From an optimization exercise on the open Yosys and OpenROAD flow, aimed at small area, a short achievable clock period and few clock cycles; shortcuts taken in it are not production practice.
At most, simulation tests tie the RTL to the original design; equivalence was not proved.
The RTL of run 1 was laid out without a check of its function.
Power and IR drop assume default switching activity.

--- design/flow/config.mk ---
export PLATFORM = sky130hd
export DESIGN_NAME = CPU_COMP
export DESIGN_NICKNAME = CPU_COMP
export VERILOG_FILES = /design/flow/design.v
export SDC_FILE = /design/flow/constraint.sdc
export NUM_CORES = 4
export LEC_CHECK = 0
export CAP_MARGIN = 20
export CORE_MARGIN = 2
export CORE_UTILIZATION = 50
export CTS_BUF_LIST = sky130_fd_sc_hd__clkbuf_8 sky130_fd_sc_hd__clkbuf_16
export CTS_CLUSTER_DIAMETER = 100
export CTS_CLUSTER_SIZE = 30
export SETUP_SLACK_MARGIN = 5
export SLEW_MARGIN = 20
--- design/flow/constraint.sdc ---
create_clock -name core_clock -period 8.0 [get_ports {clk}]
set_input_delay 1.6000 -clock core_clock [delete_from_list [all_inputs] [get_ports {clk}]]
set_output_delay 1.6000 -clock core_clock [all_outputs]
set_load 0.01 [all_outputs]
--- design/flow/design.v ---
`timescale 1ns / 1ps
module CPU_COMP(
input clk,
input rst,
output wire [15:0] imem_addr,
input [7:0] imem_data,
output wire [15:0] dmem_addr,
output wire [7:0] dmem_wdata,
output wire dmem_we,
input [7:0] dmem_rdata,
output wire done
);
reg [15:0] pc;
reg [7:0]  ir_r;
reg        r_op;              
reg        r_hil;             
reg        r_lol;             
reg        r_hij;             
reg        r_imm;             
reg        m_r;               
reg [7:0]  ir_e;
reg        e_op;
reg        e_lol;
reg        e_imm;
reg        m_e;
reg [15:0] breg;              
reg [12:1] wsel;              
reg        c_inv;             
reg        c_cin;
reg        c_x0;              
reg        c_xf;              
reg        c_we;              
reg [15:0] ac;
reg [15:0] g [1:12];
reg        z;
reg        done_r;
integer    k;
wire [3:0] op = ir_e[7:4];
wire [3:0] x  = ir_e[3:0];
wire o_ldac = e_op & (op == 4'h1);
wire o_tr   = e_op & (op == 4'h3);
wire o_ldr  = e_op & (op == 4'h4);
wire o_jp   = e_op & (op == 4'h5);
wire o_add  = e_op & (op == 4'h6);
wire o_sub  = e_op & (op == 4'h7);
wire o_inc  = e_op & (op == 4'hA);
wire o_dec  = e_op & (op == 4'hB);
wire o_shl  = e_op & (op == 4'hC);
wire o_shr  = e_op & (op == 4'hD);
wire o_clac = e_op & (op == 4'hE);
wire [15:0] xa = c_x0 ? 16'd0 : c_xf ? 16'hFFFF : ac;
wire [15:0] yb = breg ^ {16{c_inv}};
wire [15:0] sum = xa + yb + {15'd0, c_cin};
wire [15:0] xy_x = xa ^ yb;
wire sum_zero = c_xf ? (breg == 16'd1) : &xy_x;
wire sh_two = x[3] | x[2] | x[1];
wire sh_any = sh_two | x[0];
wire [15:0] shl = sh_two ? {ac[13:0], 2'b0} : {ac[14:0], 1'b0};
wire [15:0] shr = sh_two ? {2'b0, ac[15:2]} : {1'b0, ac[15:1]};
wire stall = (o_shl | o_shr) & (x[3] | x[2] | (x[1] & x[0]));    
wire wg = o_ldr | o_inc | o_dec;
wire [12:1] gw = wsel & {12{wg}};
reg [15:0] ac_d;
always @(*) begin
    if (e_lol | o_ldac) ac_d = {8'd0, dmem_rdata};
    else if (e_imm | o_tr | o_add | o_sub | o_clac | ((o_inc | o_dec) & (x == 4'd0))) ac_d = sum;
    else if (o_shl & sh_any) ac_d = shl;
    else if (o_shr & sh_any) ac_d = shr;
    else ac_d = ac;
end
wire jump = o_jp & ~z;
assign dmem_addr  = breg;
assign dmem_wdata = ac[7:0];
assign dmem_we    = c_we;
assign imem_addr  = pc;
assign done       = done_r | m_e;
wire [3:0] rop = ir_r[7:4];
wire [3:0] rx  = ir_r[3:0];
wire n_hil = r_op & (rop == 4'h0);
wire n_hij = r_op & (rop == 4'h5);
wire n_imm = r_op & ((rop == 4'h8) | (rop == 4'h9));
wire n_lol = r_hil;
wire n_op  = ~(n_hil | n_hij | n_imm | r_hil | r_hij);
wire use_g1 = (rop == 4'h2) | (rop == 4'h6) | (rop == 4'h7);
wire use_b  = (rop == 4'h1) | (rop == 4'h3) | (rop == 4'hA) | (rop == 4'hB);
wire [3:0] rsel = use_g1 ? 4'd1 : rx;
wire r_opb = r_op & (use_g1 | use_b);
wire [12:1] gsel;
genvar gi;
generate for (gi = 1; gi <= 12; gi = gi + 1) begin : gs
    assign gsel[gi] = r_opb & (rsel == gi);
end endgenerate
wire fwd_g = |(gsel & gw);             
wire [12:1] grd = gsel & ~gw;
reg [15:0] b_d;
always @(*) begin
    b_d = (r_opb & (rsel == 4'd0)) ? ac_d : 16'd0;
    if (fwd_g) b_d = b_d | sum;
    for (k = 1; k <= 12; k = k + 1)
        if (grd[k]) b_d = b_d | g[k];
    if (r_imm | r_lol) b_d = {r_lol ? ir_e : 8'd0, ir_r};
end
wire r_subi = r_imm & ir_e[4];
always @(posedge clk) begin
    if (stall) ir_e[3:0] <= x - 4'd2;     
    else begin
        ir_e <= ir_r;
        ir_r <= imem_data;
    end
    for (k = 1; k <= 12; k = k + 1)
        wsel[k] <= (rx == k);
    breg <= b_d;
end
always @(posedge clk) begin
    if (rst) begin
        pc <= 16'd0;
        r_op <= 1'b0;
        r_hil <= 1'b0;
        r_lol <= 1'b0;
        r_hij <= 1'b0;
        r_imm <= 1'b0;
        m_r <= 1'b0;
        e_op <= 1'b0;
        e_lol <= 1'b0;
        e_imm <= 1'b0;
        m_e <= 1'b0;
        c_inv <= 1'b0;
        c_cin <= 1'b0;
        c_x0 <= 1'b0;
        c_xf <= 1'b0;
        c_we <= 1'b0;
        ac <= 16'd0;
        z <= 1'b0;
        done_r <= 1'b0;
    end else begin
        if (jump) pc <= {ir_r, imem_data};
        else if (!stall) pc <= pc + 16'd1;
        if (!stall) begin
            r_op  <= n_op;
            r_hil <= n_hil;
            r_lol <= n_lol;
            r_hij <= n_hij;
            r_imm <= n_imm;
            m_r   <= (pc[15:1] == 15'd166);
            e_op  <= r_op;
            e_lol <= r_lol;
            e_imm <= r_imm;
            m_e   <= m_r;
        end
        c_inv <= (r_op & (rop == 4'h7)) | r_subi;
        c_cin <= (r_op & ((rop == 4'h7) | (rop == 4'hA))) | r_subi;
        c_x0  <= r_op & ((rop == 4'h3) | (rop == 4'hA) | (rop == 4'hE));
        c_xf  <= r_op & (rop == 4'hB);
        c_we  <= r_op & ~stall & (rop == 4'h2);
        if (m_e) done_r <= 1'b1;
        ac <= ac_d;
        if (o_sub | (e_imm & c_inv) | o_dec) z <= sum_zero;
    end
end
wire [15:0] gdata = sum & {16{~rst}};
always @(posedge clk) begin
    for (k = 1; k <= 12; k = k + 1)
        if (gw[k] | rst) g[k] <= gdata;
end
endmodule
--- design/flow/run.sh ---
#!/bin/bash
# synth_recipe.tcl (not shown) runs the flow's synth.tcl, then flattens the netlist and writes it again
# the make line also repeats each setting of config.mk as NAME=value (left out here)
make -C /OpenROAD-flow-scripts/flow DESIGN_CONFIG=/design/flow/config.mk WORK_HOME=/design/flow/orfs CLKGATE_MAP_FILE= SYNTH_SCRIPT=/design/flow/synth_recipe.tcl finish
==> results of run 1 <==
flip-flops by register name, indices dropped and copies added (netlist names), 8 cells and up:
signal  flops
ac         16
breg       16
g         192
ir_e        8
ir_r        8
pc         16
wsel       12
worst max path at each step:
stage / startpoint / endpoint / slack (ps) / depth (start not counted)
2_1_floorplan: c_xf$_SDFF_PP0_ / breg[14]$_DFF_P_ / 5000 / 13
3_3_place_gp: rst / g[12][10]$_DFFE_PP_ / 4030 / 4
3_5_place_dp: rst / g[12][10]$_DFFE_PP_ / 4010 / 4
4_1_cts: c_inv$_SDFF_PP0_ / breg[15]$_DFF_P_ / 4910 / 11
5_1_grt: c_inv$_SDFF_PP0_ / breg[14]$_DFF_P_ / 4790 / 15
6_report: c_inv$_SDFF_PP0_ / breg[14]$_DFF_P_ / 4870 / 15
per-stage QoR:
stage               cells  setup WS, ps
floorplan            1126          5003
global route         1539          4791
finish               1539          4873
detailed placement   1464          4010
CTS                  1513          4910
global placement     1464          4027
where the power goes:
group / leakage [nW] / switching [mW] / internal (mW)
Sequential: 2.79 / 0.0649 / 1.70
Clock: 0.207 / 0.460 / 0.308
Combinational: 2.59 / 0.210 / 0.118
cells by family after synthesis:
family	share of synthesized area
adder cells (fa/ha/maj)	0.01964
multiplexers	0.01293
AND/OR/NAND/NOR	0.1434
AO/OA/AOI/OAI	0.1649
flip-flops	0.6028
XOR/XNOR	0.02518
buffers and inverters	0.03121
Yosys cell counts, drive strengths merged (15+ instances only):
cell | n | area share
nor3 | 22 | 0.0086
xor2 | 25 | 0.017
o21ai | 37 | 0.014
a211oi | 16 | 0.012
a221oi | 27 | 0.018
dfxtp | 80 | 0.12
and3 | 17 | 0.0083
clkbuf | 55 | 0.016
ha | 17 | 0.017
edfxtp | 205 | 0.48
nor2 | 131 | 0.038
buf | 18 | 0.0090
a22oi | 40 | 0.023
inv | 21 | 0.0061
a21oi | 54 | 0.021
a222oi | 15 | 0.012
nand3 | 30 | 0.012
nand2 | 116 | 0.034
per-layer routing:
metal | vias up | GRT usage
met5 | - | 0
met4 | 0 | 0.09249
met3 | 73 | 0.03240
met2 | 442 | 0.4549
met1 | 4896 | 0.4053
li1 | 4416 | -
critical path, delay by kind of cell, from the launching register on:
family	cells	cell delay [ps]
buffers and inverters	4	530
xor gates and xnor gates	1	150
AOI/OAI and AO/OA	6	950
and+or+nand+nor	2	250
DFF	1	360
adders and majority gates	2	760
cell type report:
type                            instances  share of cell area
Sequential cell                       285              0.5166
Multi-Input combinational cell        749              0.3482
Timing Repair Buffer                  131             0.07766
Tap cell                              330             0.02709
Clock buffer                           13             0.02134
Inverter                               21            0.005418
Clock inverter                          9            0.003201
Timing Repair inverter                  1           0.0004925
repair_timing:
item,CTS,global route
setup endpoints to repair,438,144
buffers inserted,25,25
cloned,2,1
pin swaps,17,22
gates resized for setup,167,58
==> out/metrics.csv, run 1 <==
stage;metric;value;unit
synthesis;post-synthesis register bit count;285;
drt;DRC Markers;0;
clock_network;clock transition at the registers of the reported paths;120;ps
worst_hold_path;min-delay worst type;flop to flop;
floorplan;Core Footprint;0.02525;mm^2
power;Overall Power;2.863;mW
clock_network;clock latency on the worst-skew pair;510;ps
sta;Final Hold Viols;0;
cells_and_area;# diodes;0;
floorplan;die height;164.4;um
clock_network;total CTS buffers;13;
power;cell area power density;187.8;mW/mm^2
global_routing;initial antenna violation count;0;
worst_hold_path;Hold Path Depth;2;
sta;Slew @ Worst Pin;1135;ps
drt;post-route ant nets;0;
clock_network;# H-tree levels;1;
global_routing;vias in the first global route;9167;
floorplan;row cnt;58;
global_routing;GRT Overall Usage;0.2834;
global_routing;total gr overflow;0;
cells_and_area;commonest non-fill, non-tap cells in the layout;edfxtp_1, nor2_1, nand2_1;
sta;setup TNS;0;ps
sta;crit share post-route;0.3909;
setup_path;CP endpoint kind;flop;
floorplan;initial core utilization;0.5096;
drt;DR top layer;met4;
drt;DR vias/cell;6.385;
job;Max-cap violations;0;
sta;Slew headroom;0.2408;
cells_and_area;FF/Latch Area;0.007874;mm^2
setup_path;Req. time, crit path;8380;ps
cells_and_area;Util after Layout;0.6035;
synthesis;Synth async-reset ratio;0;
worst_hold_path;worst hold path endpoint;m_r$_SDFFE_PP0N_;
drt;DRT iter0 DRCs;1244;
synthesis;syn_nets;1163;
global_routing;first-pass GRT wire length;57240;um
global_routing;largest net degree at the start of global routing;55;
cells_and_area;area of the multi-input gates;0.005308;mm^2
sta;skew final;16.34;ps
setup_path;Critical Path, Cell by Cell;buf_12 > xor2_2 > inv_1 > fa_2 > fa_2 > nor2b_4 > o2111ai_2 > a21oi_2 > buf_4 > o31ai_4 > a311oi_2 > buf_4 > o2111ai_1 > nand2_1 > o211ai_1;
cells_and_area;commonest non-fill, non-tap cell in the layout;edfxtp_1;
worst_hold_path;HP Start;m_r$_SDFFE_PP0N_;
floorplan;number of top-level pins;60;
floorplan;Die W;164.4;um
synthesis;sequential fraction of the synthesis area;0.6028;
setup_path;worst r2r src;c_inv$_SDFF_PP0_;
drt;DR vias;9827;
setup_path;CP Class;flop to flop;
drt;met2 WL post-DR;18050;um
placement;Buffers on Ports;59;
synthesis;Post-synth EDFFs;205;
synthesis;YS warnings;2;
synthesis;Post-Syn Area per Cell;11.43;um^2
synthesis;Mapped Cells;1126;
setup_path;Crit path largest cell delay;390;ps
placement;Post-DP Area;0.01385;mm^2
clock_network;CTS tree;built;
cells_and_area;layout cells sized above 1;0.2060;
drt;met3 routed WL;2425;um
sta;RSZ-0062 raised after global routing;yes;
cells_and_area;fill count;2119;
setup_path;Slowest-stage cell, CP;fa_2;
clock_network;Post-CTS Hold Buffers;0;
setup_path;r2r endpoint;breg[14]$_DFF_P_;
sta;Fin Hold WS;465.5;ps
run_status;outcome;complete, no violations;
cells_and_area;Final Instance Area;0.01524;mm^2
synthesis;count of cell types in the netlist;72;
placement;RePlAce Congestion;0.9170;
setup_path;CP startpoint kind;flop;
placement;HPWL after detailed placement;25530;um
drt;final WL;38750;um
power;VDD IR-drop max;0.1779;mV
synthesis;Top FF cell, synth;edfxtp_1;
cells_and_area;Nets;1239;
drt;Pre-antenna DRT Iters;5;
floorplan;die area;0.02704;mm^2
setup_path;CP Max Fanout;9;
sta;min Tclk post-route;3127;ps
clock_network;deepest clock path buffer count;3;
cells_and_area;synthesis-to-finish area growth;18.43;%
power;Pleak;5.593;nW
clock_network;CTS sink cnt;285;
sta;endpoints failing setup;0;
drt;metal1 wirelength;17070;um
setup_path;flop2flop setup slack;4870;ps
sta;final slew viol count;0;
setup_path;Worst R2R Path Depth;15;
synthesis;Synth Cell Area;0.01287;mm^2
setup_path;Worst EP arrival;3510;ps
clock_network;root buffer cell;clkbuf_16;
sta;Achievable Freq;0.3198;GHz
drt;routed len/inst;25.18;um
==> run 2: changes to the inputs <==
--- a/design/flow/design.v
+++ b/design/flow/design.v
@@ -50,7 +50,8 @@
 wire o_clac = e_op & (op == 4'hE);
 wire [15:0] xa = c_x0 ? 16'd0 : c_xf ? 16'hFFFF : ac;
 wire [15:0] yb = breg ^ {16{c_inv}};
-wire [15:0] sum = xa + yb + {15'd0, c_cin};
+wire [16:0] sum17 = {xa, c_cin} + {yb, c_cin};    
+wire [15:0] sum = sum17[16:1];
 wire [15:0] xy_x = xa ^ yb;
 wire sum_zero = c_xf ? (breg == 16'd1) : &xy_x;
 wire sh_two = x[3] | x[2] | x[1];
@@ -110,6 +111,10 @@
     for (k = 1; k <= 12; k = k + 1)
         wsel[k] <= (rx == k);
     breg <= b_d;
+    c_inv <= (r_op & (rop == 4'h7)) | r_subi;
+    c_cin <= (r_op & ((rop == 4'h7) | (rop == 4'hA))) | r_subi;
+    c_x0  <= r_op & ((rop == 4'h3) | (rop == 4'hA) | (rop == 4'hE));
+    c_xf  <= r_op & (rop == 4'hB);
 end
 always @(posedge clk) begin
     if (rst) begin
@@ -124,10 +129,6 @@
         e_lol <= 1'b0;
         e_imm <= 1'b0;
         m_e <= 1'b0;
-        c_inv <= 1'b0;
-        c_cin <= 1'b0;
-        c_x0 <= 1'b0;
-        c_xf <= 1'b0;
         c_we <= 1'b0;
         ac <= 16'd0;
         z <= 1'b0;
@@ -147,10 +148,6 @@
             e_imm <= r_imm;
             m_e   <= m_r;
         end
-        c_inv <= (r_op & (rop == 4'h7)) | r_subi;
-        c_cin <= (r_op & ((rop == 4'h7) | (rop == 4'hA))) | r_subi;
-        c_x0  <= r_op & ((rop == 4'h3) | (rop == 4'hA) | (rop == 4'hE));
-        c_xf  <= r_op & (rop == 4'hB);
         c_we  <= r_op & ~stall & (rop == 4'h2);
         if (m_e) done_r <= 1'b1;
         ac <= ac_d;
==> design/flow/config.mk (replaced) <==
export PLATFORM = sky130hd
export DESIGN_NAME = CPU_COMP
export DESIGN_NICKNAME = CPU_COMP
export VERILOG_FILES = /design/flow/design.v
export SDC_FILE = /design/flow/constraint.sdc
export NUM_CORES = 4
export LEC_CHECK = 0
export CAP_MARGIN = 5
export CORE_MARGIN = 2
export CORE_UTILIZATION = 50
export CTS_BUF_LIST = sky130_fd_sc_hd__clkbuf_8 sky130_fd_sc_hd__clkbuf_16
export CTS_CLUSTER_DIAMETER = 80
export CTS_CLUSTER_SIZE = 22
export SETUP_SLACK_MARGIN = 5
export SLEW_MARGIN = 5
==> out/metrics.csv, run 2 <==
stage;metric;value;unit;change
synthesis;multiplexer area fraction after synthesis;0.007345;;-0.005585
cells_and_area;commonest non-fill, non-tap cells in the layout;edfxtp_1, nor2_1, nand2_1;;
power;VDD IR-drop max;0.1625;mV;-8.7%
sta;Achievable Freq;0.3323;GHz;+3.9%
placement;Post-DP Area;0.01385;mm^2;about the same
placement;Buffers on Ports;59;;unchanged
synthesis;Synth async-reset ratio;0;;unchanged
drt;DRT iter0 DRCs;1174;;-5.6%
power;Pleak;5.619;nW;+0.47%
floorplan;die height;164.9;um;+0.29%
cells_and_area;fill count;2135;;+0.76%
synthesis;Synth Area in Simple Gates;0.1470;;+0.003600
worst_hold_path;min-delay worst type;flop to flop;;
synthesis;Synth top area share;0.4755;;-0.002820
setup_path;worst r2r src;ir_e[7]$_DFFE_PN_;;
floorplan;initial core utilization;0.5112;;+0.001553
job;Max-cap violations;0;;unchanged
synthesis;Synth area leader;edfxtp_1;;
setup_path;Critical Path, Cell by Cell;or4b_4 > a21boi_4 > buf_12 > a211oi_2 > buf_4 > a222oi_1 > o2111ai_2 > a221o_1;;
synthesis;post-synthesis adder-cell area fraction;0.01798;;-0.001662
sta;Slew @ Worst Pin;930.8;ps;-203.8 ps
floorplan;Core Footprint;0.02533;mm^2;+0.29%
setup_path;CP Class;flop to flop;;
drt;DRC Markers;0;;unchanged
setup_path;Worst EP arrival;3440;ps;-70 ps
run_status;outcome;complete, no violations;;
synthesis;largest family of logic cells by synthesized area;compound AO/OA/AOI/OAI gates;;
synthesis;XOR/XNOR share of the synthesized area;0.02368;;-0.001501
floorplan;row cnt;58;;unchanged
global_routing;largest net degree at the start of global routing;56;;+1.8%
drt;post-route ant nets;0;;unchanged
cells_and_area;Largest register FFs;192;;unchanged
cells_and_area;Top reg by flops;g;;
clock_network;CTS sink cnt;285;;unchanged
drt;final WL;39310;um;+1.5%
synthesis;count of cell types in the netlist;72;;unchanged
setup_path;Worst R2R Path Depth;8;;-7
setup_path;CP Max Fanout;16;;+7
clock_network;CTS tree;built;;
cells_and_area;synthesis-to-finish area growth;17.10;%;
clock_network;root buffer cell;clkbuf_16;;
global_routing;vias in the first global route;9181;;+0.15%
synthesis;synth top area cells;edfxtp_1, dfxtp_1, nor2_1, nand2_1, a21oi_1;;
sta;Slew headroom;0.3743;;+0.1335
sta;RSZ-0062 raised after global routing;yes;;
setup_path;CP endpoint kind;flop;;
global_routing;GRT Overall Usage;0.2874;;+0.003925
synthesis;Mapped Cells;1154;;+2.5%
sta;setup TNS;0;ps;unchanged
setup_path;r2r endpoint;breg[13]$_DFF_P_;;
sta;Final Hold Viols;0;;unchanged
global_routing;first-pass GRT wire length;57880;um;+1.1%
drt;DR vias;10010;;+1.9%
drt;Pre-antenna DRT Iters;6;;+1
sta;final slew viol count;0;;unchanged
placement;HPWL after detailed placement;26270;um;+2.9%
cells_and_area;# diodes;0;;unchanged
cells_and_area;Final Instance Area;0.01516;mm^2;-0.54%
setup_path;Setup crit end;breg[13]$_DFF_P_;;
synthesis;Top FF cell, synth;edfxtp_1;;
setup_path;CP startpoint;ir_e[7]$_DFFE_PN_;;
synthesis;Post-synth EDFFs;205;;unchanged
synthesis;syn_nets;1190;;+2.3%
synthesis;post-synthesis register bit count;285;;unchanged
synthesis;sequential fraction of the synthesis area;0.5992;;-0.003554
floorplan;Die W;164.9;um;+0.29%
sta;endpoints failing setup;0;;unchanged
sta;crit share post-route;0.3762;;-0.01473
power;cell area power density;202.7;mW/mm^2;+7.9%
cells_and_area;FF/Latch Area;0.007839;mm^2;-0.44%
cells_and_area;layout cells sized above 1;0.1840;;-0.02194
placement;RePlAce Congestion;0.9296;;+1.4%
cells_and_area;Nets;1263;;+1.9%
setup_path;flop2flop setup slack;4990;ps;+120 ps
clock_network;deepest clock path buffer count;3;;unchanged
setup_path;CP startpoint kind;flop;;
clock_network;clock transition at the registers of the reported paths;90;ps;-30 ps
power;Overall Power;3.072;mW;+7.3%
synthesis;Synth Area in Compound Gates;0.1734;;+0.008499
clock_network;clock latency on the worst-skew pair;540;ps;+30 ps
sta;skew final;30.18;ps;+13.83 ps
drt;DR vias/cell;6.382;;about the same
clock_network;# H-tree levels;1;;unchanged
synthesis;synth cell count leaders;edfxtp_1, nor2_1, nand2_1;;
setup_path;Req. time, crit path;8430;ps;+50 ps
clock_network;total CTS buffers;18;;+5
synthesis;count leader, synth;edfxtp_1;;
floorplan;die area;0.02720;mm^2;+0.58%
cells_and_area;commonest non-fill, non-tap cell in the layout;edfxtp_1;;
global_routing;initial antenna violation count;0;;unchanged
synthesis;Synth Cell Area;0.01295;mm^2;+0.59%
drt;routed len/inst;25.06;um;-0.49%
synthesis;YS warnings;2;;unchanged
synthesis;Post-Syn Area per Cell;11.22;um^2;-1.8%
setup_path;Slowest-stage cell, CP;or4b_4;;
cells_and_area;area of the multi-input gates;0.005189;mm^2;-2.2%
setup_path;Crit path largest cell delay;610;ps;+220 ps
global_routing;total gr overflow;0;;unchanged
floorplan;number of top-level pins;60;;unchanged
sta;min Tclk post-route;3009;ps;-117.8 ps
sta;Fin Hold WS;465.7;ps;+0.1660 ps
[run 2: cell count changes after synthesis, sizes merged, moves of 7 or more]
| cell | delta |
|---|---|
| a211oi | +14 |
| a22oi | -12 |
| nor2 | +11 |
| a222oi | +10 |
| and3 | -8 |
| o21ai | +8 |
| a21oi | +7 |
[run 2: worst max-delay path: cells and delay by family (launching register included)]
kind,cells,cell delay [ps]
compound gates,5,1500
buf+inv,2,390
flops,1,410
simple gates,1,610
[run 2: layout make-up]
type,count,share of cell area
flip-flops and latches,285,0.5171
inverters,20,0.005200
well taps,330,0.02724
clock buffers,18,0.02971
repair buffers,126,0.07024
multi-input cells,776,0.3423
clock inverters,14,0.008254
[run 2: per-stage QoR]
step | setup slack [ps] | std cells | util
5_1_grt | 4909 | 1569 | 0.5986
2_1_floorplan | 5025 | 1154 | -
6_report | 4991 | 1569 | 0.5986
3_5_place_dp | 3999 | 1491 | 0.5470
3_3_place_gp | 4068 | 1491 | 0.5470
4_1_cts | 4941 | 1549 | 0.5857
[run 2: worst min path at each step]
stage / slack, ps / to / depth (start not counted) / from
2_1_floorplan: 420 / ir_e[7]$_DFFE_PN_ / 0 / ir_r[7]$_DFFE_PN_
3_3_place_gp: 440 / m_e$_SDFFE_PP0N_ / 2 / m_e$_SDFFE_PP0N_
3_5_place_dp: 440 / m_r$_SDFFE_PP0N_ / 2 / m_r$_SDFFE_PP0N_
4_1_cts: 460 / m_r$_SDFFE_PP0N_ / 2 / m_r$_SDFFE_PP0N_
5_1_grt: 490 / m_r$_SDFFE_PP0N_ / 2 / m_r$_SDFFE_PP0N_
6_report: 470 / m_r$_SDFFE_PP0N_ / 2 / m_r$_SDFFE_PP0N_
[run 2: per-layer routing]
layer  part of all wire  vias up  wire length (um)  track usage
li1                   -     4530                 -            -
met1               0.44     4943             17280       0.4251
met2               0.45      478             17890       0.4517
met3              0.076       62              2977      0.02813
met4              0.030        0              1168      0.08538
met5                  0        -                 0            0
[run 2: cells by family after synthesis]
family | count (synthesis)
XOR/XNOR | 35
adder cells (fa/ha/maj) | 18
buffers and inverters | 95
AND/OR/NAND/NOR | 405
flip-flops | 285
multiplexers | 9
AO/OA/AOI/OAI | 307
[run 2: what timing repair did]
item                       4_1_cts  5_1_grt
pin swaps                        6       13
cloned                           1        1
setup endpoints to repair      441      315
resized for setup              135       45
buffers inserted                25       19
hold buffers                     0        0
[run 2: power by group]
part	total [mW]	internal [mW]	switching, mW
combinational	0.345	0.123	0.221
sequential	1.77	1.71	0.0641
clock	0.955	0.433	0.522
Testbench counts of run 2, summed over its fixed seeds: cycles 179,256.
==> run 3: changes to the inputs <==
--- a/design/flow/config.mk
+++ b/design/flow/config.mk
@@ -5,11 +5,11 @@
 export SDC_FILE = /design/flow/constraint.sdc
 export NUM_CORES = 4
 export LEC_CHECK = 0
-export CAP_MARGIN = 5
+export CAP_MARGIN = 20
 export CORE_MARGIN = 2
 export CORE_UTILIZATION = 50
 export CTS_BUF_LIST = sky130_fd_sc_hd__clkbuf_8 sky130_fd_sc_hd__clkbuf_16
 export CTS_CLUSTER_DIAMETER = 80
 export CTS_CLUSTER_SIZE = 22
 export SETUP_SLACK_MARGIN = 5
-export SLEW_MARGIN = 5
+export SLEW_MARGIN = 20
==> out/metrics.csv, run 3 <==
stage;metric;value;unit;change
synthesis;sequential fraction of the synthesis area;0.5992;;unchanged
cells_and_area;synthesis-to-finish area growth;17.10;%;unchanged
setup_path;Worst EP arrival;3440;ps;about the same
clock_network;clock transition at the registers of the reported paths;90;ps;about the same
synthesis;Post-synth EDFFs;205;;unchanged
cells_and_area;# diodes;0;;unchanged
sta;final slew viol count;0;;unchanged
placement;RePlAce Congestion;0.9296;;unchanged
drt;DR vias/cell;6.382;;unchanged
drt;DR vias;10010;;unchanged
sta;crit share post-route;0.3762;;unchanged
global_routing;initial antenna violation count;0;;unchanged
worst_hold_path;min-delay worst type;flop to flop;;
synthesis;Synth async-reset ratio;0;;unchanged
floorplan;row cnt;58;;unchanged
global_routing;first-pass GRT wire length;57880;um;unchanged
clock_network;deepest clock path buffer count;3;;unchanged
cells_and_area;commonest non-fill, non-tap cells in the layout;edfxtp_1, nor2_1, nand2_1;;
cells_and_area;Largest register FFs;192;;unchanged
drt;final WL;39310;um;unchanged
setup_path;Slowest-stage cell, CP;or4b_4;;
cells_and_area;area of the multi-input gates;0.005189;mm^2;unchanged
setup_path;Critical Path, Cell by Cell;or4b_4 > a21boi_4 > buf_12 > a211oi_2 > buf_4 > a222oi_1 > o2111ai_2 > a221o_1;;
floorplan;Core Footprint;0.02533;mm^2;unchanged
power;cell area power density;202.7;mW/mm^2;unchanged
clock_network;clock latency on the worst-skew pair;540;ps;about the same
job;Max-cap violations;0;;unchanged
cells_and_area;layout cells sized above 1;0.1840;;unchanged
synthesis;syn_nets;1190;;unchanged
sta;skew final;30.18;ps;unchanged
cells_and_area;commonest non-fill, non-tap cell in the layout;edfxtp_1;;
power;sw frac;0.2627;;unchanged
placement;Buffers on Ports;59;;unchanged
power;power share of the combinational group;0.112;;about the same
setup_path;Crit path largest cell delay;610;ps;about the same
power;Seq pwr share;0.577;;about the same
synthesis;post-synthesis register bit count;285;;unchanged
power;Internal;2.265;mW;unchanged
setup_path;CP Class;flop to flop;;
synthesis;count leader, synth;edfxtp_1;;
cells_and_area;Nets;1263;;unchanged
sta;Slew headroom;0.3743;;unchanged
sta;final worst slack;4991;ps;unchanged
power;Overall Power;3.072;mW;unchanged
drt;DRT iter0 DRCs;1174;;unchanged
floorplan;die area;0.02720;mm^2;unchanged
synthesis;Top FF cell, synth;edfxtp_1;;
synthesis;synth top area cells;edfxtp_1, dfxtp_1, nor2_1, nand2_1, a21oi_1;;
sta;setup TNS;0;ps;unchanged
setup_path;Req. time, crit path;8430;ps;about the same
global_routing;vias in the first global route;9181;;unchanged
sta;min Tclk post-route;3009;ps;unchanged
synthesis;Post-Syn Area per Cell;11.22;um^2;unchanged
cells_and_area;fill count;2135;;unchanged
sta;Final Hold Viols;0;;unchanged
sta;Slew @ Worst Pin;930.8;ps;unchanged
cells_and_area;Top reg by flops;g;;
global_routing;total gr overflow;0;;unchanged
clock_network;CTS tree;built;;
sta;Fin Hold WS;465.7;ps;unchanged
synthesis;YS warnings;2;;unchanged
synthesis;Synth Cell Area;0.01295;mm^2;unchanged
clock_network;root buffer cell;clkbuf_16;;
floorplan;number of top-level pins;60;;unchanged
synthesis;count of cell types in the netlist;72;;unchanged
drt;DRC Markers;0;;unchanged
sta;endpoints failing setup;0;;unchanged
setup_path;CP endpoint kind;flop;;
drt;routed len/inst;25.06;um;unchanged
drt;Pre-antenna DRT Iters;6;;unchanged
placement;HPWL after detailed placement;26270;um;unchanged
drt;post-route ant nets;0;;unchanged
synthesis;synth cell count leaders;edfxtp_1, nor2_1, nand2_1;;
clock_network;CTS sink cnt;285;;unchanged
power;Pleak;5.619;nW;unchanged
synthesis;Mapped Cells;1154;;unchanged
synthesis;Synth top area share;0.4755;;unchanged
global_routing;GRT Overall Usage;0.2874;;unchanged
sta;RSZ-0062 raised after global routing;yes;;
clock_network;total CTS buffers;18;;unchanged
cells_and_area;FF/Latch Area;0.007839;mm^2;unchanged
placement;pre-CTS setup slack;3999;ps;unchanged
global_routing;largest net degree at the start of global routing;56;;unchanged
power;Clock power frac;0.311;;about the same
synthesis;Synth area leader;edfxtp_1;;
floorplan;die height;164.9;um;unchanged
floorplan;Die W;164.9;um;unchanged
power;Net Switching;0.8071;mW;unchanged
clock_network;# H-tree levels;1;;unchanged
cells_and_area;Util after Layout;0.5986;;unchanged
run_status;outcome;complete, no violations;;
power;VDD IR-drop max;0.1625;mV;unchanged
setup_path;CP Max Fanout;16;;unchanged
floorplan;initial core utilization;0.5112;;unchanged
setup_path;CP startpoint kind;flop;;
sta;Achievable Freq;0.3323;GHz;unchanged
## run 3: worst max-delay path: cells and delay by family (launching register included)
family / cells / cell delay (ps)
AOI/OAI and AO/OA: 5 / 1500
and+or+nand+nor: 1 / 610
buffers and inverters: 2 / 390
DFF: 1 / 410
## run 3: power by group through the flow
| stage | clock, mW | combinational, mW | sequential (mW) |
|---|---|---|---|
| after floorplan | 0 | 0.183 | 1.78 |
| after global placement | 0 | 0.287 | 1.81 |
| after detailed placement | 0 | 0.288 | 1.81 |
| after CTS | 0.966 | 0.311 | 1.77 |
| after global routing | 1.01 | 0.370 | 1.78 |
| final | 0.955 | 0.345 | 1.77 |
## run 3: repair_timing
action,CTS,global route
setup buffers,25,19
resized for setup,135,45
endpoints found under the setup margin,441,315
pin swaps,6,13
cloned,1,1
hold buffers,0,0
## run 3: routing by layer
layer | routed length (um) | global-route usage
met5 | 0 | 0
met4 | 1168 | 0.08538
met3 | 2977 | 0.02813
met2 | 17890 | 0.4517
met1 | 17280 | 0.4251
## run 3: kinds of logic (layout without fill, tap and decap cells)
group / count (synthesis) / count (layout) / share of synthesized area
and+or+nand+nor: 405 / 406 / 0.1470
AOI/OAI and AO/OA: 307 / 308 / 0.1734
buffers and inverters: 95 / 178 / 0.03141
adders and majority gates: 18 / 18 / 0.01798
xor gates and xnor gates: 35 / 35 / 0.02368
DFF: 285 / 285 / 0.5992
muxes: 9 / 9 / 0.007345
## run 3: area by class of cell
cell class | instances | share of cell area
flip-flops and latches | 285 | 0.5171
multi-input cells | 776 | 0.3423
repair buffers | 126 | 0.07024
clock buffers | 18 | 0.02971
well taps | 330 | 0.02724
clock inverters | 14 | 0.008254
inverters | 20 | 0.005200
## run 3: final timing paths
kind | from | endpoint | slack, ps | cells past startpoint
worst max register to register | ir_e[7]$_DFFE_PN_ | breg[13]$_DFF_P_ | 4990 | 8
worst min-delay path | m_r$_SDFFE_PP0N_ | m_r$_SDFFE_PP0N_ | 470 | 2
worst max-delay path | ir_e[7]$_DFFE_PN_ | breg[13]$_DFF_P_ | 4990 | 8
worst min register to register | m_r$_SDFFE_PP0N_ | m_r$_SDFFE_PP0N_ | 470 | 2
## run 3: metrics by stage
step                area [um^2]  instances
CTS                       14830       1549
global route              15160       1569
finish                    15160       1569
global placement          13850       1491
floorplan                 12950       1154
detailed placement        13850       1491
==> run 4: changes to the inputs <==
--- a/design/flow/design.v
+++ b/design/flow/design.v
@@ -22,7 +22,6 @@
 reg        e_op;
 reg        e_lol;
 reg        e_imm;
-reg        m_e;
 reg [15:0] breg;              
 reg [12:1] wsel;              
 reg        c_inv;             
@@ -74,7 +73,7 @@
 assign dmem_wdata = ac[7:0];
 assign dmem_we    = c_we;
 assign imem_addr  = pc;
-assign done       = done_r | m_e;
+assign done       = done_r;
 wire [3:0] rop = ir_r[7:4];
 wire [3:0] rx  = ir_r[3:0];
 wire n_hil = r_op & (rop == 4'h0);
@@ -128,7 +127,6 @@
         e_op <= 1'b0;
         e_lol <= 1'b0;
         e_imm <= 1'b0;
-        m_e <= 1'b0;
         c_we <= 1'b0;
         ac <= 16'd0;
         z <= 1'b0;
@@ -146,10 +144,9 @@
             e_op  <= r_op;
             e_lol <= r_lol;
             e_imm <= r_imm;
-            m_e   <= m_r;
         end
         c_we  <= r_op & ~stall & (rop == 4'h2);
-        if (m_e) done_r <= 1'b1;
+        if (m_r & ~stall) done_r <= 1'b1;
         ac <= ac_d;
         if (o_sub | (e_imm & c_inv) | o_dec) z <= sum_zero;
     end
==> out/metrics.csv, run 4 <==
stage;metric;value;unit;change
setup_path;CP Max Fanout;9;;-7
clock_network;clock latency on the worst-skew pair;540;ps;about the same
run_status;outcome;complete, no violations;;
power;Net Switching;0.7975;mW;-1.2%
cells_and_area;synthesis-to-finish area growth;12.71;%;
cells_and_area;# diodes;0;;unchanged
drt;routed len/inst;25.26;um;+0.82%
sta;final worst slack;4993;ps;+2.230 ps
synthesis;Mapped Cells;1172;;+1.6%
worst_hold_path;min-delay worst type;flop to flop;;
cells_and_area;Nets;1241;;-1.7%
cells_and_area;commonest non-fill, non-tap cells in the layout;edfxtp_1, nor2_1, nand2_1;;
drt;DR vias/cell;6.390;;+0.13%
global_routing;vias in the first global route;9433;;+2.7%
cells_and_area;Largest register FFs;192;;unchanged
setup_path;Worst EP arrival;3420;ps;-20 ps
floorplan;number of top-level pins;60;;unchanged
floorplan;die height;167.6;um;+1.6%
worst_hold_path;Hold Path Depth;2;;unchanged
power;power share of the combinational group;0.105;;-0.007
global_routing;GRT Overall Usage;0.2760;;-0.01134
setup_path;flop2flop setup slack;4990;ps;about the same
synthesis;Synth top area share;0.4602;;-0.01530
sta;min Tclk post-route;3007;ps;-2.230 ps
cells_and_area;fill count;2233;;+4.6%
cells_and_area;Top reg by flops;g;;
sta;Slew @ Worst Pin;1033;ps;+102.7 ps
clock_network;total CTS buffers;18;;unchanged
global_routing;initial antenna violation count;0;;unchanged
sta;final slew viol count;0;;unchanged
synthesis;Top FF cell, synth;edfxtp_1;;
placement;RePlAce Congestion;0.8601;;-7.5%
sta;setup TNS;0;ps;unchanged
cells_and_area;layout cells sized above 1;0.1643;;-0.01968
synthesis;Post-Syn Area per Cell;11.41;um^2;+1.7%
floorplan;Die W;167.6;um;+1.6%
setup_path;Req. time, crit path;8410;ps;-20 ps
synthesis;post-synthesis register bit count;284;;-0.35%
power;Pleak;5.553;nW;-1.2%
clock_network;CTS tree;built;;
sta;skew final;28.30;ps;-1.878 ps
global_routing;first-pass GRT wire length;58630;um;+1.3%
global_routing;total gr overflow;0;;unchanged
power;sw frac;0.2618;;-0.0008913
global_routing;largest net degree at the start of global routing;66;;+18%
sta;crit share post-route;0.3759;;about the same
setup_path;r2r endpoint;breg[14]$_DFF_P_;;
drt;DR vias;9917;;-0.96%
power;cell area power density;202.0;mW/mm^2;-0.30%
sta;Achievable Freq;0.3325;GHz;about the same
synthesis;count leader, synth;edfxtp_1;;
drt;DRC Markers;0;;unchanged
drt;post-route ant nets;0;;unchanged
setup_path;Worst R2R Path Depth;10;;+2
setup_path;CP startpoint kind;flop;;
setup_path;worst r2r src;c_inv$_DFF_P_;;
floorplan;row cnt;59;;+1.7%
clock_network;Post-CTS Hold Buffers;0;;unchanged
synthesis;synth cell count leaders;edfxtp_1, nor2_1, nand2_1;;
clock_network;# H-tree levels;1;;unchanged
setup_path;CP endpoint kind;flop;;
drt;DRT iter0 DRCs;1174;;unchanged
floorplan;die area;0.02808;mm^2;+3.2%
clock_network;clock transition at the registers of the reported paths;100;ps;about the same
drt;final WL;39210;um;-0.27%
synthesis;Post-synth EDFFs;205;;unchanged
clock_network;root buffer cell;clkbuf_16;;
drt;Pre-antenna DRT Iters;6;;unchanged
sta;endpoints failing setup;0;;unchanged
synthesis;Synth area leader;edfxtp_1;;
setup_path;CP startpoint;c_inv$_DFF_P_;;
sta;Final Hold Viols;0;;unchanged
synthesis;Synth async-reset ratio;0;;unchanged
power;Internal;2.249;mW;-0.72%
clock_network;deepest clock path buffer count;3;;unchanged
synthesis;YS warnings;2;;unchanged
cells_and_area;commonest non-fill, non-tap cell in the layout;edfxtp_1;;
worst_hold_path;HP Start;e_lol$_SDFFE_PP0N_;;
floorplan;Core Footprint;0.02613;mm^2;+3.2%
synthesis;synth top area cells;edfxtp_1, dfxtp_1, nor2_1, nand2_1, a22oi_1;;
power;VDD IR-drop max;0.2258;mV;+39%
placement;pre-CTS setup slack;3800;ps;-198.8 ps
synthesis;count of cell types in the netlist;85;;+18%
job;Max-cap violations;0;;unchanged
power;Seq pwr share;0.583;;+0.006
synthesis;syn_nets;1208;;+1.5%
sta;RSZ-0062 raised after global routing;yes;;
power;Clock power frac;0.312;;about the same
sta;Slew headroom;0.3085;;-0.06584
synthesis;Synth Cell Area;0.01338;mm^2;+3.3%
setup_path;CP Class;flop to flop;;
placement;HPWL after detailed placement;25240;um;-3.9%
synthesis;sequential fraction of the synthesis area;0.5784;;-0.02078
worst_hold_path;worst hold path endpoint;e_lol$_SDFFE_PP0N_;;
clock_network;CTS sink cnt;284;;-0.35%
floorplan;initial core utilization;0.5119;;+0.0007091
placement;Buffers on Ports;59;;unchanged
[run 4: logic make-up (layout without fill, tap and decap cells)]
family / count (synthesis) / in the layout / synth area share
AO/OA/AOI/OAI: 303 / 303 / 0.1749
XOR/XNOR: 32 / 32 / 0.02095
adder cells (fa/ha/maj): 18 / 18 / 0.01740
buffers and inverters: 108 / 153 / 0.04265
flip-flops: 284 / 284 / 0.5784
multiplexers: 15 / 15 / 0.01216
AND/OR/NAND/NOR: 412 / 412 / 0.1535
[run 4: worst max-delay path, cell delays in order, from the launching register on]
cell	delay, ps
dfxtp_4	410
buf_12	160
xor2_1	160
ha_1	380
a21oi_1	260
o22ai_2	150
o31ai_4	380
a21boi_2	160
or4_1	510
nand4_1	200
o211ai_1	120
[run 4: what timing repair did]
action	in CTS	in global routing
hold endpoints to repair	0	0
pin swaps	3	2
resized for setup	127	29
setup buffers	13	13
setup endpoints to repair	317	195
gates cloned	0	0
[run 4: final cells by class]
| cell class | instances | area (um^2) | share of cell area |
|---|---|---|---|
| repair buffers | 100 | 879.6 | 0.05834 |
| flip-flops and latches | 284 | 7804 | 0.5176 |
| inverters | 21 | 78.83 | 0.005228 |
| clock buffers | 18 | 450.4 | 0.02988 |
| well taps | 335 | 419.2 | 0.02780 |
| clock inverters | 14 | 105.1 | 0.006971 |
| multi-input cells | 780 | 5340 | 0.3542 |
[run 4: power by group through the flow]
stage          combinational [mW]  sequential, mW  clock (mW)
6_report                    0.319            1.78       0.952
5_1_grt                     0.344            1.79        1.01
4_1_cts                     0.303            1.78       0.962
3_5_place_dp                0.291            1.82           0
3_3_place_gp                0.289            1.81           0
2_1_floorplan               0.195            1.78           0
[run 4: worst max-delay path by stage]
stage	endpoint	slack [ps]	cells after the start
2_1_floorplan	g[1][0]$_DFFE_PP_	4950	3
3_3_place_gp	g[9][15]$_DFFE_PP_	3960	8
3_5_place_dp	g[9][15]$_DFFE_PP_	3800	8
4_1_cts	breg[15]$_DFF_P_	4960	9
5_1_grt	g[1][13]$_DFFE_PP_	4910	8
6_report	breg[14]$_DFF_P_	4990	10
[run 4: through the flow]
stage	util	instances	power, mW	hold WS (ps)	cell area, um^2
floorplan	-	1172	1.976	420.6	13390
detailed placement	0.5368	1494	2.106	445.1	14030
global route	0.5769	1552	3.146	490.0	15080
finish	0.5769	1552	3.046	457.2	15080
global placement	0.5367	1494	2.103	439.3	14020
CTS	0.5686	1539	3.043	455.5	14860
[run 4: per-layer routing]
metal	vias to the layer above	track usage	wire length, um
met5	-	0	0
met4	0	0.09225	1405
met3	77	0.03853	2835
met2	404	0.4465	18060
met1	4909	0.3865	16900
li1	4527	-	-
Testbench counts of run 4, summed over its fixed seeds: cycles 179,256.
==> run 5: changes to the inputs <==
--- a/design/flow/config.mk
+++ b/design/flow/config.mk
@@ -13,3 +13,4 @@
 export CTS_CLUSTER_SIZE = 22
 export SETUP_SLACK_MARGIN = 5
 export SLEW_MARGIN = 20
+export TNS_END_PERCENT = 30
==> out/metrics.csv, run 5 <==
stage;metric;value;unit;change
run_status;outcome;complete, no violations;;
setup_path;CP startpoint kind;input port;;
cells_and_area;commonest non-fill, non-tap cells in the layout;edfxtp_1, nor2_1, nand2_1;;
setup_path;Crit path largest cell delay;960;ps;+450 ps
sta;endpoints failing setup;0;;unchanged
synthesis;Synth Cell Area;0.01338;mm^2;unchanged
synthesis;count of cell types in the netlist;85;;unchanged
floorplan;initial core utilization;0.5119;;unchanged
synthesis;synth cell count leaders;edfxtp_1, nor2_1, nand2_1;;
sta;Fin Hold WS;460.3;ps;+3.135 ps
floorplan;Die W;167.6;um;unchanged
synthesis;post-synthesis register bit count;284;;unchanged
drt;met3 routed WL;2642;um;-6.8%
drt;post-route ant nets;0;;unchanged
synthesis;Synth async-reset ratio;0;;unchanged
cells_and_area;fill count;2212;;-0.94%
global_routing;vias in the first global route;9423;;-0.11%
drt;DR top layer;met4;;
clock_network;root buffer cell;clkbuf_16;;
sta;Slew @ Worst Pin;1129;ps;+95.06 ps
synthesis;sequential fraction of the synthesis area;0.5784;;unchanged
clock_network;Post-CTS Hold Buffers;0;;unchanged
clock_network;deepest clock path buffer count;3;;unchanged
setup_path;Critical Path, Cell by Cell;buf_2 > buf_4 > nand2b_1;;
synthesis;Post-Syn Area per Cell;11.41;um^2;unchanged
drt;routed len/inst;25.07;um;-0.74%
drt;Pre-antenna DRT Iters;5;;-1
job;Max-cap violations;0;;unchanged
drt;DRT iter0 DRCs;1128;;-3.9%
global_routing;first-pass GRT wire length;58500;um;-0.22%
cells_and_area;commonest non-fill, non-tap cell in the layout;edfxtp_1;;
cells_and_area;Top reg by flops;g;;
setup_path;worst r2r src;c_inv$_DFF_P_;;
synthesis;Post-synth EDFFs;205;;unchanged
global_routing;GRT Overall Usage;0.2753;;-0.0007368
clock_network;CTS sink cnt;284;;unchanged
placement;placed insts;1494;;unchanged
floorplan;die height;167.6;um;unchanged
power;Pleak;5.430;nW;-2.2%
clock_network;total CTS buffers;18;;unchanged
setup_path;CP Max Fanout;65;;+56
floorplan;number of top-level pins;60;;unchanged
drt;DR vias/cell;6.363;;-0.42%
power;Clock power frac;0.311;;about the same
sta;crit share post-route;0.3939;;+0.01803
drt;DR vias;9933;;+0.16%
power;VDD IR-drop max;0.2255;mV;-0.13%
synthesis;syn_nets;1208;;unchanged
sta;final slew viol count;0;;unchanged
clock_network;clock transition at the registers of the reported paths;80;ps;-20 ps
sta;RSZ-0062 raised after global routing;yes;;
drt;met2 WL post-DR;18190;um;+0.69%
sta;min Tclk post-route;3151;ps;+144.2 ps
synthesis;Top FF cell, synth;edfxtp_1;;
setup_path;CP Class;input port to flop;;
synthesis;Mapped Cells;1172;;unchanged
setup_path;Worst EP arrival;3300;ps;-120 ps
cells_and_area;Non-Filler Instances;1561;;+0.58%
drt;final WL;39140;um;-0.17%
drt;DRC Markers;0;;unchanged
floorplan;row cnt;59;;unchanged
power;Overall Power;3.056;mW;+0.32%
placement;Post-DP Area;0.01403;mm^2;unchanged
global_routing;total gr overflow;0;;unchanged
setup_path;CP startpoint;rst;;
worst_hold_path;HP Start;e_lol$_SDFFE_PP0N_;;
cells_and_area;Final Instance Area;0.01516;mm^2;+0.56%
sta;setup TNS;0;ps;unchanged
power;Internal;2.260;mW;+0.49%
cells_and_area;synthesis-to-finish area growth;13.35;%;
floorplan;Core Footprint;0.02613;mm^2;unchanged
clock_network;# H-tree levels;1;;unchanged
synthesis;synth top area cells;edfxtp_1, dfxtp_1, nor2_1, nand2_1, a22oi_1;;
synthesis;Synth area leader;edfxtp_1;;
floorplan;die area;0.02808;mm^2;unchanged
sta;Final Hold Viols;0;;unchanged
global_routing;largest net degree at the start of global routing;66;;unchanged
drt;metal1 wirelength;16920;um;about the same
power;sw frac;0.2606;;-0.001194
cells_and_area;Nets;1250;;+0.73%
sta;skew final;24.36;ps;-3.944 ps
setup_path;Req. time, crit path;8150;ps;-260 ps
cells_and_area;# diodes;0;;unchanged
power;Seq pwr share;0.581;;-0.002
power;power share of the combinational group;0.108;;+0.003
setup_path;CP endpoint kind;flop;;
sta;Slew headroom;0.2476;;-0.06083
synthesis;YS warnings;2;;unchanged
power;Net Switching;0.7965;mW;-0.13%
clock_network;clock latency on the worst-skew pair;530;ps;about the same
cells_and_area;FF/Latch Area;0.007777;mm^2;-0.34%
clock_network;CTS tree;built;;
sta;Achievable Freq;0.3173;GHz;-4.6%
global_routing;initial antenna violation count;0;;unchanged
placement;HPWL after detailed placement;25240;um;unchanged
cells_and_area;layout cells sized above 1;0.1582;;-0.006100
synthesis;count leader, synth;edfxtp_1;;
worst_hold_path;min-delay worst type;flop to flop;;
cells_and_area;area of the multi-input gates;0.005330;mm^2;-0.19%
setup_path;Slowest-stage cell, CP;nand2b_1;;
cells_and_area;Largest register FFs;192;;unchanged
placement;RePlAce Congestion;0.8601;;unchanged
power;cell area power density;201.6;mW/mm^2;-0.24%
placement;Buffers on Ports;59;;unchanged
synthesis;Synth top area share;0.4602;;unchanged
run 5: cell counts after synthesis:
Identical to the previous run, type by type.
run 5: critical path, delay by kind of cell:
| family | cells | cell delay, ps |
|---|---|---|
| buffers and inverters | 2 | 670 |
| AND/OR/NAND/NOR | 1 | 960 |
run 5: layer usage:
| metal | up-vias | global-route usage |
|---|---|---|
| met3 | 67 | 0.03522 |
| met4 | 0 | 0.09149 |
| li1 | 4552 | - |
| met2 | 387 | 0.4471 |
| met5 | - | 0 |
| met1 | 4927 | 0.3862 |
run 5: cell families after synthesis:
group	share of synthesized area
mux	0.01216
compound gates	0.1749
fa+ha+maj	0.01740
flops	0.5784
simple gates	0.1535
buf+inv	0.04265
xor+xnor	0.02095
run 5: path summary, 6_finish.rpt:
path,endpoint,slack [ps],cells past startpoint
max reg2reg,breg[10]$_DFF_P_,4980,10
min,e_lol$_SDFFE_PP0N_,460,2
max,g[2][6]$_DFFE_PP_,4850,3
min reg2reg,e_lol$_SDFFE_PP0N_,460,2
run 5: final cells by class:
type,count,area share
clock buffer,18,0.02971
clock inverter,14,0.006932
inverter,21,0.005199
multi-input combinational,780,0.3515
sequential,284,0.5130
tap,335,0.02764
timing repair buffer,109,0.06602
run 5: metrics by stage:
stage | setup WS, ps | util
global placement | 3956 | 0.5367
CTS | 4857 | 0.5682
floorplan | 4952 | -
detailed placement | 3800 | 0.5368
finish | 4849 | 0.5802
global route | 4812 | 0.5802
run 5: power groups by stage:
stage	Sequential (mW)	Clock (mW)	Combinational, mW
after floorplan	1.78	0	0.195
after global placement	1.81	0	0.289
after detailed placement	1.82	0	0.291
after CTS	1.78	0.962	0.307
after global routing	1.79	1.01	0.357
final	1.78	0.950	0.331
run 5: repair_timing:
item / in CTS / in global routing
buffers inserted: 12 / 23
cloned: 0 / 0
resized for setup: 60 / 35
pin swaps: 3 / 1
endpoints found under the setup margin: 317 / 300
==> run 6: changes to the inputs <==
--- a/design/flow/config.mk
+++ b/design/flow/config.mk
@@ -7,10 +7,10 @@
 export LEC_CHECK = 0
 export CAP_MARGIN = 20
 export CORE_MARGIN = 2
-export CORE_UTILIZATION = 50
+export CORE_UTILIZATION = 55
 export CTS_BUF_LIST = sky130_fd_sc_hd__clkbuf_8 sky130_fd_sc_hd__clkbuf_16
 export CTS_CLUSTER_DIAMETER = 80
 export CTS_CLUSTER_SIZE = 22
+export PLACE_DENSITY = 0.85
 export SETUP_SLACK_MARGIN = 5
 export SLEW_MARGIN = 20
-export TNS_END_PERCENT = 30
==> out/metrics.csv, run 6 <==
stage;metric;value;unit;change
synthesis;YS warnings;2;;unchanged
synthesis;Mapped Cells;1172;;unchanged
synthesis;Post-Syn Area per Cell;11.41;um^2;unchanged
power;cell area power density;198.2;mW/mm^2;-1.7%
floorplan;die area;0.02558;mm^2;-8.9%
clock_network;CTS sink cnt;284;;unchanged
sta;Fin Hold WS;456.8;ps;-3.462 ps
synthesis;syn_nets;1208;;unchanged
sta;skew final;23.32;ps;-1.041 ps
synthesis;count leader, synth;edfxtp_1;;
power;Pleak;5.557;nW;+2.3%
setup_path;worst r2r src;ir_e[5]$_DFFE_PN_;;
cells_and_area;commonest non-fill, non-tap cell in the layout;edfxtp_1;;
drt;DR vias/cell;6.752;;+6.1%
drt;DRT iter0 DRCs;1434;;+27%
floorplan;Core Footprint;0.02411;mm^2;-7.8%
drt;routed len/inst;24.89;um;-0.72%
setup_path;crit-path most repeated cell;buf_6;;
setup_path;CP startpoint;ir_e[5]$_DFFE_PN_;;
clock_network;# H-tree levels;1;;unchanged
setup_path;Setup crit end;breg[5]$_DFF_P_;;
cells_and_area;Top reg by flops;g;;
synthesis;count of cell types in the netlist;85;;unchanged
setup_path;Slowest-stage cell, CP;edfxtp_1;;
power;VDD IR-drop max;0.1505;mV;-33%
setup_path;Worst R2R Path Depth;10;;unchanged
drt;post-route ant nets;0;;unchanged
setup_path;Crit path max-delay family;compound AO/OA/AOI/OAI gates;;
sta;Achievable Freq;0.3357;GHz;+5.8%
setup_path;CP endpoint kind;flop;;
drt;DRC Markers;0;;unchanged
sta;Slew @ Worst Pin;973.6;ps;-154.9 ps
cells_and_area;# diodes;0;;unchanged
floorplan;number of top-level pins;60;;unchanged
floorplan;Die W;160.0;um;-4.5%
clock_network;clock transition at the registers of the reported paths;90;ps;about the same
global_routing;first-pass GRT wire length;56900;um;-2.7%
setup_path;Critical Path, Cell by Cell;nor4b_4 > buf_6 > buf_4 > o211ai_1 > and3_1 > buf_6 > a22o_1 > a221oi_2 > nand4_1 > o32a_1;;
drt;metal1 wirelength;13970;um;-17%
worst_hold_path;min-delay worst type;flop to flop;;
setup_path;CP Max Fanout;16;;-75%
global_routing;vias in the first global route;9933;;+5.4%
sta;setup TNS;0;ps;unchanged
setup_path;Req. time, crit path;8400;ps;+250 ps
worst_hold_path;Hold Path Depth;2;;unchanged
floorplan;row cnt;57;;-3.4%
placement;placed insts;1478;;-1.1%
global_routing;largest net degree at the start of global routing;66;;unchanged
run_status;outcome;complete, no violations;;
cells_and_area;synthesis-to-finish area growth;12.48;%;
cells_and_area;Non-Filler Instances;1545;;-1.0%
synthesis;Synth top area share;0.4602;;unchanged
drt;met2 WL post-DR;18200;um;about the same
placement;RePlAce Congestion;0.9597;;+12%
synthesis;sequential fraction of the synthesis area;0.5784;;unchanged
sta;min Tclk post-route;2979;ps;-172.1 ps
job;Max-cap violations;0;;unchanged
synthesis;Top FF cell, synth;edfxtp_1;;
synthesis;Synth Cell Area;0.01338;mm^2;unchanged
clock_network;clock latency on the worst-skew pair;520;ps;about the same
sta;endpoints failing setup;0;;unchanged
power;Overall Power;2.982;mW;-2.4%
cells_and_area;Largest register FFs;192;;unchanged
floorplan;initial core utilization;0.5549;;+0.04304
setup_path;Crit path largest cell delay;520;ps;-440 ps
placement;Buffers on Ports;59;;unchanged
sta;final slew viol count;0;;unchanged
global_routing;GRT Overall Usage;0.2879;;+0.01264
drt;met3 routed WL;4515;um;+71%
cells_and_area;commonest non-fill, non-tap cells in the layout;edfxtp_1, nor2_1, nand2_1;;
clock_network;CTS tree;built;;
synthesis;synth top area cells;edfxtp_1, dfxtp_1, nor2_1, nand2_1, a22oi_1;;
setup_path;CP Depth;10;;+7
drt;Pre-antenna DRT Iters;8;;+3
drt;DR top layer;met4;;
cells_and_area;layout cells sized above 1;0.1663;;+0.008019
global_routing;initial antenna violation count;0;;unchanged
setup_path;CP Buf/Inv Count;3;;+1
clock_network;total CTS buffers;17;;-1
setup_path;CP Class;flop to flop;;
global_routing;total gr overflow;0;;unchanged
setup_path;CP startpoint kind;flop;;
setup_path;flop2flop setup slack;5020;ps;+40 ps
placement;HPWL after detailed placement;23950;um;-5.1%
clock_network;root buffer cell;clkbuf_16;;
synthesis;synth cell count leaders;edfxtp_1, nor2_1, nand2_1;;
sta;Slew headroom;0.3485;;+0.1009
setup_path;Worst EP arrival;3380;ps;+80 ps
clock_network;deepest clock path buffer count;3;;unchanged
synthesis;Post-synth EDFFs;205;;unchanged
clock_network;Post-CTS Hold Buffers;0;;unchanged
setup_path;r2r endpoint;breg[5]$_DFF_P_;;
sta;final worst slack;5021;ps;+172.1 ps
cells_and_area;Nets;1251;;+0.080%
placement;pre-CTS setup slack;4054;ps;+253.2 ps
sta;RSZ-0062 raised after global routing;yes;;
synthesis;post-synthesis register bit count;284;;unchanged
sta;crit share post-route;0.3724;;-0.02151
drt;final WL;38460;um;-1.7%
sta;Final Hold Viols;0;;unchanged
synthesis;Synth area leader;edfxtp_1;;
drt;DR vias;10430;;+5.0%
floorplan;die height;160.0;um;-4.5%
synthesis;Synth async-reset ratio;0;;unchanged
==> run 6: how the worst min path moves through the flow <==
stage	from	end	slack [ps]
global route	m_r$_SDFFE_PP0N_	m_r$_SDFFE_PP0N_	500
floorplan	ir_r[7]$_DFFE_PN_	ir_e[7]$_DFFE_PN_	420
global placement	m_r$_SDFFE_PP0N_	m_r$_SDFFE_PP0N_	440
finish	m_r$_SDFFE_PP0N_	m_r$_SDFFE_PP0N_	460
detailed placement	m_r$_SDFFE_PP0N_	m_r$_SDFFE_PP0N_	450
CTS	m_r$_SDFFE_PP0N_	m_r$_SDFFE_PP0N_	460
==> run 6: worst register-to-register path, cell delays in order (launching register included) <==
cell and delay (ps):
edfxtp_1 520, nor4b_4 360, buf_6 170, buf_4 110, o211ai_1 120, and3_1 220, buf_6 180, a22o_1 260
a221oi_2 200, nand4_1 310, o32a_1 430
==> run 6: through the flow <==
stage	util	cell area, um^2
2_1_floorplan	-	13390
5_1_grt	0.6242	15050
6_report	0.6242	15050
3_5_place_dp	0.5797	13970
4_1_cts	0.6081	14660
3_3_place_gp	0.5797	13970
==> run 6: repair_timing <==
item	in CTS	in global routing
endpoints found under the setup margin	390	207
setup buffers	10	31
gates cloned	0	1
pin swaps	3	5
gates resized for setup	117	34
==> run 6: cell type report <==
cell class,instances,area (um^2)
fillers,1821,9060
flip-flops and latches,284,7794
inverters,21,82.58
clock inverters,7,46.29
repair buffers,111,954.7
multi-input cells,780,5324
well taps,324,405.4
clock buffers,18,439.2
==> run 6: per-layer routing <==
metal | GRT usage | up-vias
li1 | - | 4560
met5 | 0 | -
met4 | 0.1314 | 0
met1 | 0.3771 | 5020
met3 | 0.05688 | 125
met2 | 0.4673 | 727
==> run 6: report_power, final <==
group          switching (mW)  internal, mW
clock network           0.477         0.404
logic                   0.209         0.111
registers              0.0669          1.71
total                   0.753          2.23
==> run 6: kinds of logic (layout without fill, tap and decap cells) <==
group,after synthesis,in the layout,synth area share
compound gates,303,303,0.1749
xor+xnor,32,32,0.02095
fa+ha+maj,18,18,0.01740
buf+inv,108,157,0.04265
flops,284,284,0.5784
mux,15,15,0.01216
simple gates,412,412,0.1535
==> run 7: changes to the inputs <==
--- a/design/flow/config.mk
+++ b/design/flow/config.mk
@@ -7,10 +7,10 @@
 export LEC_CHECK = 0
 export CAP_MARGIN = 20
 export CORE_MARGIN = 2
-export CORE_UTILIZATION = 55
+export CORE_UTILIZATION = 50
 export CTS_BUF_LIST = sky130_fd_sc_hd__clkbuf_8 sky130_fd_sc_hd__clkbuf_16
 export CTS_CLUSTER_DIAMETER = 80
 export CTS_CLUSTER_SIZE = 22
-export PLACE_DENSITY = 0.85
+export PLACE_DENSITY = 0.75
 export SETUP_SLACK_MARGIN = 5
 export SLEW_MARGIN = 20
==> out/metrics.csv, run 7 <==
stage;metric;value;unit;change
placement;Buffers on Ports;59;;unchanged
synthesis;Top FF cell, synth;edfxtp_1;;
sta;crit share post-route;0.3701;;-0.002307
cells_and_area;Nets;1248;;-0.24%
drt;met2 WL post-DR;17220;um;-5.4%
synthesis;Synth async-reset ratio;0;;unchanged
clock_network;clock latency on the worst-skew pair;520;ps;about the same
synthesis;Post-synth EDFFs;205;;unchanged
sta;setup TNS;0;ps;unchanged
drt;routed len/inst;24.24;um;-2.6%
worst_hold_path;min-delay worst type;flop to flop;;
placement;RePlAce Congestion;0.9496;;-1.1%
global_routing;initial antenna violation count;0;;unchanged
synthesis;Synth Cell Area;0.01338;mm^2;unchanged
clock_network;total CTS buffers;18;;+1
cells_and_area;Largest register FFs;192;;unchanged
sta;Achievable Freq;0.3377;GHz;+0.62%
power;Clock power frac;0.311;;+0.015
drt;post-route ant nets;0;;unchanged
cells_and_area;Util after Layout;0.5771;;-0.04707
cells_and_area;area of the multi-input gates;0.005301;mm^2;-0.42%
sta;Slew headroom;0.3633;;+0.01481
global_routing;vias in the first global route;9626;;-3.1%
run_status;outcome;complete, no violations;;
setup_path;CP Class;flop to flop;;
setup_path;Slowest-stage cell, CP;nor2_1;;
power;Internal;2.276;mW;+2.1%
setup_path;CP startpoint;c_inv$_DFF_P_;;
setup_path;Worst EP arrival;3150;ps;-230 ps
clock_network;clock transition at the registers of the reported paths;90;ps;about the same
sta;skew final;21.52;ps;-1.797 ps
setup_path;CP endpoint kind;flop;;
cells_and_area;Top reg by flops;g;;
synthesis;Synth area leader;edfxtp_1;;
synthesis;sequential fraction of the synthesis area;0.5784;;unchanged
drt;Pre-antenna DRT Iters;6;;-2
global_routing;largest net degree at the start of global routing;66;;unchanged
drt;metal1 wirelength;14850;um;+6.3%
clock_network;# H-tree levels;1;;unchanged
synthesis;count leader, synth;edfxtp_1;;
clock_network;Post-CTS Hold Buffers;0;;unchanged
sta;RSZ-0062 raised after global routing;yes;;
power;Pleak;5.570;nW;+0.23%
clock_network;root buffer cell;clkbuf_16;;
cells_and_area;commonest non-fill, non-tap cell in the layout;edfxtp_1;;
floorplan;initial core utilization;0.5119;;-0.04304
global_routing;total gr overflow;0;;unchanged
drt;DR top layer;met4;;
drt;final WL;37660;um;-2.1%
floorplan;Die W;167.6;um;+4.8%
power;VDD IR-drop max;0.1326;mV;-12%
setup_path;Req. time, crit path;8190;ps;-210 ps
clock_network;deepest clock path buffer count;3;;unchanged
cells_and_area;layout cells sized above 1;0.1674;;+0.001093
cells_and_area;FF/Latch Area;0.007799;mm^2;about the same
sta;Slew @ Worst Pin;951.5;ps;-22.13 ps
sta;Final Hold Viols;0;;unchanged
synthesis;count of cell types in the netlist;85;;unchanged
power;Net Switching;0.7661;mW;+1.7%
drt;DRC Markers;0;;unchanged
setup_path;worst r2r src;c_inv$_DFF_P_;;
cells_and_area;Non-Filler Instances;1554;;+0.58%
placement;placed insts;1495;;+1.2%
setup_path;Crit path largest cell delay;680;ps;+160 ps
floorplan;die area;0.02808;mm^2;+9.7%
cells_and_area;synthesis-to-finish area growth;12.74;%;
synthesis;Synth top area share;0.4602;;unchanged
power;power share of the combinational group;0.104;;-0.003
cells_and_area;fill count;2098;;+15%
drt;DRT iter0 DRCs;1480;;+3.2%
clock_network;CTS tree;built;;
global_routing;GRT Overall Usage;0.2622;;-0.02577
synthesis;synth cell count leaders;edfxtp_1, nor2_1, nand2_1;;
sta;min Tclk post-route;2961;ps;-18.46 ps
job;Max-cap violations;0;;unchanged
placement;HPWL after detailed placement;24180;um;+0.95%
sta;final slew viol count;0;;unchanged
cells_and_area;# diodes;0;;unchanged
synthesis;Mapped Cells;1172;;unchanged
synthesis;Post-Syn Area per Cell;11.41;um^2;unchanged
drt;met3 routed WL;3957;um;-12%
drt;DR vias;10190;;-2.4%
cells_and_area;commonest non-fill, non-tap cells in the layout;edfxtp_1, nor2_1, nand2_1;;
worst_hold_path;HP Start;e_lol$_SDFFE_PP0N_;;
floorplan;Core Footprint;0.02613;mm^2;+8.4%
power;cell area power density;201.7;mW/mm^2;+1.8%
clock_network;CTS sink cnt;284;;unchanged
power;sw frac;0.2519;;-0.0008181
floorplan;die height;167.6;um;+4.8%
floorplan;number of top-level pins;60;;unchanged
setup_path;Critical Path, Cell by Cell;xor2_1 > ha_1 > nor2b_1 > o31ai_2 > a21oi_1 > o21bai_1 > nor2_1;;
synthesis;syn_nets;1208;;unchanged
synthesis;post-synthesis register bit count;284;;unchanged
synthesis;YS warnings;2;;unchanged
power;Seq pwr share;0.584;;-0.013
drt;DR vias/cell;6.554;;-2.9%
floorplan;row cnt;59;;+3.5%
sta;endpoints failing setup;0;;unchanged
setup_path;CP Max Fanout;12;;-4
setup_path;CP startpoint kind;flop;;
synthesis;synth top area cells;edfxtp_1, dfxtp_1, nor2_1, nand2_1, a22oi_1;;
global_routing;first-pass GRT wire length;56770;um;-0.22%
run 7: cell counts after synthesis:
Identical to the previous run, type by type.
run 7: area by class of cell:
| class | instances | area share |
|---|---|---|
| Sequential cell | 284 | 0.5171 |
| Multi-Input combinational cell | 780 | 0.3515 |
| Timing Repair Buffer | 107 | 0.06173 |
| Clock buffer | 20 | 0.03244 |
| Tap cell | 335 | 0.02779 |
| Inverter | 21 | 0.005227 |
| Clock inverter | 7 | 0.004148 |
run 7: metrics by stage:
stage	setup slack [ps]	area (um^2)	hold slack (ps)	power, mW
5_1_grt	4863	15080	496.2	3.139
4_1_cts	4959	14750	470.1	3.023
6_report	5039	15080	464.9	3.042
2_1_floorplan	4952	13390	420.6	1.976
3_3_place_gp	4148	14030	440.7	2.085
3_5_place_dp	4001	14030	457.1	2.097
run 7: cell families (layout without fill, tap and decap cells):
group	Yosys count	in the layout	synth area share
AND/OR/NAND/NOR	412	412	0.1535
AO/OA/AOI/OAI	303	303	0.1749
adder cells (fa/ha/maj)	18	18	0.01740
flip-flops	284	284	0.5784
XOR/XNOR	32	32	0.02095
multiplexers	15	15	0.01216
buffers and inverters	108	155	0.04265
run 7: power groups by stage:
stage               logic, mW  registers [mW]  clock network, mW
finish                  0.317            1.78              0.947
global route            0.341            1.79               1.01
CTS                     0.285            1.78              0.958
detailed placement      0.281            1.82                  0
global placement        0.275            1.81                  0
floorplan               0.195            1.78                  0
run 7: path summary, 6_finish.rpt:
check                                          end  slack [ps]  cells past startpoint
worst max register to register   g[6][7]$_DFFE_PP_        5040                      7
worst max-delay path             g[6][7]$_DFFE_PP_        5040                      7
worst min-delay path            e_lol$_SDFFE_PP0N_         460                      2
worst min register to register  e_lol$_SDFFE_PP0N_         460                      2
run 7: routing by layer:
| layer | vias up | global-route usage |
|---|---|---|
| met1 | 4918 | 0.3532 |
| met3 | 105 | 0.05200 |
| met5 | - | 0 |
| li1 | 4561 | - |
| met4 | 0 | 0.1081 |
| met2 | 601 | 0.4182 |
run 7: timing repair:
| action | 4_1_cts | 5_1_grt |
|---|---|---|
| pin swaps | 2 | 2 |
| resized for setup | 118 | 30 |
| setup buffers | 5 | 27 |
| setup endpoints to repair | 324 | 183 |
| endpoints found under the hold margin | 0 | 0 |
run 7: worst max-delay path: cells and delay by family (launching register included):
family	cells	cell delay [ps]
flip-flops	1	410
AO/OA/AOI/OAI	3	800
AND/OR/NAND/NOR	2	870
adder cells (fa/ha/maj)	1	380
XOR/XNOR	1	180

Re-timed with assumed drivers on the ports (clkbuf_16 on the clock, buf_2 on other inputs), run 7 has 5.039 ns of setup slack against 5.039 ns with ideal ports, and 4.599 ns once port delays also move by the mid clock arrival of 0.560 ns.
